This is an optimization exercise on Yosys and OpenROAD, whose aim is small area and a short achievable clock period, not a production implementation.
Only simulation tests tie the RTL to the original design; equivalence was not proved.
No driver is modelled on the clock port, so clock power and skew are understated where the tree is cut down; a real chip needs a root buffer or a tree.

Design exec_top, start of the top module:
module exec_top (clk, rs1_d, rs2i_d, imm_d, op_a, op_l, op_s, sel_r, bra_c, pc_v, off_v, b_rs1_pc,
                 res_d_op, res_bra, res_brt_dma);
==> flow/config.mk <==
export PLATFORM = sky130hd
export DESIGN_NAME = exec_top
export DESIGN_NICKNAME = exec_top
export VERILOG_FILES = /design/flow/design.v
export SDC_FILE = /design/flow/constraint.sdc
export NUM_CORES = 4
export LEC_CHECK = 0
export ABC_AREA = 1
export CAP_MARGIN = 20
export CORE_MARGIN = 2
export CORE_UTILIZATION = 45
export SETUP_SLACK_MARGIN = 3.4
export SLEW_MARGIN = 20
export TNS_END_PERCENT = 10
==> flow/constraint.sdc <==
create_clock -name core_clock -period 5.5 [get_ports {clk}]
set_input_delay 1.1000 -clock core_clock [delete_from_list [all_inputs] [get_ports {clk}]]
set_output_delay 1.1000 -clock core_clock [all_outputs]
set_load 0.01 [all_outputs]
standard.sh (not shown) runs the stock make flow with config.mk's settings and CLKGATE_MAP_FILE= SYNTH_SCRIPT=/design/flow/synth_recipe.tcl, a recipe that flattens the netlist after the stock synthesis.
==> flow/flow/run.sh <==
#!/bin/bash
# Standard ORFS layout, with these changes to how it is made:
#  - synthesis leaves adders to ABC (no full/half-adder cell extraction),
#  - ports are buffered with the plain sky130 buffer instead of a delay cell,
#  - after CTS, flow/tree.tcl rebuilds the clock tree two buffers deep
#    (separate roots for the input and the output registers, with one more
#    stage before the output registers' roots), then timing is repaired.
set -euo pipefail
FLOW_DIR=$(cd "$(dirname "$0")" && pwd)
bash standard.sh ADDER_MAP_FILE= "BUFFER_PORTS_ARGS=-buffer_cell sky130_fd_sc_hd__buf_1" \
  SKIP_CTS_REPAIR_TIMING=1 POST_CTS_TCL=$FLOW_DIR/tree.tcl \
  TREE_LEAF_BUF=sky130_fd_sc_hd__clkbuf_16 TREE_ROOT_BUF=sky130_fd_sc_hd__clkbuf_16 \
  TREE_OUT_PRE_BUF=sky130_fd_sc_hd__clkbuf_16 \
  TREE_IN_GROUP=24 TREE_IN_ROOTS=2 TREE_OUT_GROUP=22 TREE_OUT_ROOTS=1 \
  finish > flow_make.log 2>&1
==> flow/flow/tree.tcl <==
# Replace the clock tree with a shallow one: the clock port drives a few root
# buffers, each root drives leaf buffers, each leaf drives a cluster of nearby
# registers. The input registers and the output registers get separate roots.
set block [ord::get_db_block]
set db [ord::get_db]
set clk_net [[$block findBTerm clk] getNet]

proc kmeans {pts k} {
  set n [llength $pts]
  set sorted [lsort -real -index 0 $pts]
  set cents {}
  for {set i 0} {$i < $k} {incr i} { lappend cents [lindex $sorted [expr {int(($i + 0.5) * $n / $k)}]] }
  for {set iter 0} {$iter < 30} {incr iter} {
    set asg {}
    foreach p $pts {
      set best 0; set bd 1e30
      for {set i 0} {$i < $k} {incr i} {
        lassign [lindex $cents $i] cx cy
        set d [expr {abs([lindex $p 0] - $cx) + abs([lindex $p 1] - $cy)}]
        if {$d < $bd} { set bd $d; set best $i }
      }
      lappend asg $best
    }
    set nc {}
    for {set i 0} {$i < $k} {incr i} {
      set sx 0; set sy 0; set c 0
      foreach p $pts a $asg { if {$a == $i} { set sx [expr {$sx + [lindex $p 0]}]; set sy [expr {$sy + [lindex $p 1]}]; incr c } }
      if {$c} { lappend nc [list [expr {$sx / $c}] [expr {$sy / $c}]] } else { lappend nc [lindex $cents $i] }
    }
    set cents $nc
  }
  return [list $cents $asg]
}

proc make_buf {name master x y in_net} {
  set block [ord::get_db_block]
  set buf [odb::dbInst_create $block $master $name]
  $buf setLocation [expr {int($x)}] [expr {int($y)}]
  $buf setPlacementStatus PLACED
  set net [odb::dbNet_create $block "net_$name"]
  $net setSigType CLOCK
  [$buf findITerm A] connect $in_net
  [$buf findITerm X] connect $net
  return $net
}

# all registers
set ins {}; set outs {}
foreach inst [$block getInsts] {
  if {![string match "*dfxtp*" [[$inst getMaster] getName]]} continue
  if {[string match "q_*" [$inst getName]]} { lappend ins $inst } else { lappend outs $inst }
}

# remove the old tree: every cell on the clock nets but the registers
# (buffers, inverters and the dummy loads CTS adds for balance)
set clock_nets [list $clk_net]
foreach net [$block getNets] {
  if {[$net getSigType] eq "CLOCK" && $net ne $clk_net} { lappend clock_nets $net }
}
foreach f [concat $ins $outs] { [$f findITerm CLK] disconnect }
set old {}
foreach net $clock_nets {
  foreach it [$net getITerms] {
    set inst [$it getInst]
    if {[lsearch -exact $old $inst] < 0} { lappend old $inst }
  }
}
foreach inst $old { odb::dbInst_destroy $inst }
foreach net [lrange $clock_nets 1 end] { odb::dbNet_destroy $net }
puts "tree: removed [llength $old] clock cells and [expr {[llength $clock_nets] - 1}] clock nets"

set leaf_master [$db findMaster $::env(TREE_LEAF_BUF)]
set root_master [$db findMaster $::env(TREE_ROOT_BUF)]
set li 0
foreach {group regs per nroots} [list in $ins $::env(TREE_IN_GROUP) $::env(TREE_IN_ROOTS) out $outs $::env(TREE_OUT_GROUP) $::env(TREE_OUT_ROOTS)] {
  set pts {}
  foreach f $regs { lassign [$f getLocation] x y; lappend pts [list [expr {double($x)}] [expr {double($y)}]] }
  set k [expr {int(ceil([llength $regs] / double($per)))}]
  lassign [kmeans $pts $k] cents asg
  # roots over the leaf centroids (none: the leaves hang off the clock port)
  if {$nroots == 0} {
    set rcents {}; set rasg {}
    foreach c $cents { lappend rasg 0 }
  } else {
    lassign [kmeans $cents $nroots] rcents rasg
  }
  set root_nets {}
  set src $clk_net
  if {$group eq "out" && [info exists ::env(TREE_OUT_PRE_BUF)] && $::env(TREE_OUT_PRE_BUF) ne ""} {
    # one more stage before the output registers' roots: useful skew for the
    # paths from the input registers to the output registers
    lassign [lindex [expr {[llength $rcents] ? $rcents : $cents}] 0] rx ry
    set src [make_buf "clkpre_out" [$db findMaster $::env(TREE_OUT_PRE_BUF)] $rx $ry $clk_net]
  }
  for {set r 0} {$r < $nroots} {incr r} {
    lassign [lindex $rcents $r] rx ry
    lappend root_nets [make_buf "clkroot_${group}_$r" $root_master $rx $ry $src]
  }
  if {$nroots == 0} { set root_nets [list $src] }
  for {set i 0} {$i < $k} {incr i} {
    set members {}
    foreach f $regs a $asg { if {$a == $i} { lappend members $f } }
    if {![llength $members]} continue
    lassign [lindex $cents $i] cx cy
    set net [make_buf "clkleaf_${group}_$i" $leaf_master $cx $cy [lindex $root_nets [lindex $rasg $i]]]
    foreach f $members { [$f findITerm CLK] connect $net }
    puts "tree: clkleaf_${group}_$i (root [lindex $rasg $i]) drives [llength $members] registers"
  }
}

global_connect
detailed_placement
estimate_parasitics -placement
report_clock_skew
repair_timing_helper
detailed_placement
check_placement -verbose
Next try:
--- a/flow/flow/run.sh
+++ b/flow/flow/run.sh
@@ -12,4 +12,4 @@
   TREE_LEAF_BUF=sky130_fd_sc_hd__clkbuf_16 TREE_ROOT_BUF=sky130_fd_sc_hd__clkbuf_16 \
   TREE_OUT_PRE_BUF=sky130_fd_sc_hd__clkbuf_16 \
-  TREE_IN_GROUP=24 TREE_IN_ROOTS=2 TREE_OUT_GROUP=22 TREE_OUT_ROOTS=1 \
+  TREE_IN_GROUP=16 TREE_IN_ROOTS=2 TREE_OUT_GROUP=16 TREE_OUT_ROOTS=1 \
   finish > flow_make.log 2>&1
Result: Die area is unchanged. Clock skew grows by 0.022 ns. First-iteration DRC count grows by a little under a tenth.
In every run of this note, the design's own scripts or RTL, not TritonCTS, make the clock network.

re-timing with driven ports:
The results above use ideal ports. As a check the final layouts listed here were re-extracted and re-timed, cells and wires unchanged.
Step 1 sets driving cells, clkbuf_16 on the clock port and buf_2 on the other inputs (assumed; they add their load-dependent delay and slew).
Step 2 moves the port delays by t, midway between the first and last clock arrival at a register: inputs arrive t later, outputs are due t later. That takes back most of the time a late clock gives input paths.
Slacks: ideal ports / drivers / drivers and shift; pairs: ideal ports / drivers.
| run | t (ns) | slack for setup (ns) | worst setup path at the end | worst register clock-pin slew, ns | worst slew at a driven data input, ns |
|---|---|---|---|---|---|
| the first run | 0.474 | 3.433 / 3.351 / 3.458 | register to register | 0.12 / 0.12 | 0.06 |
| the second run | 0.473 | 3.434 / 3.352 / 3.445 | register to register | 0.10 / 0.10 | 0.07 |
After both steps every run listed still meets setup and hold.
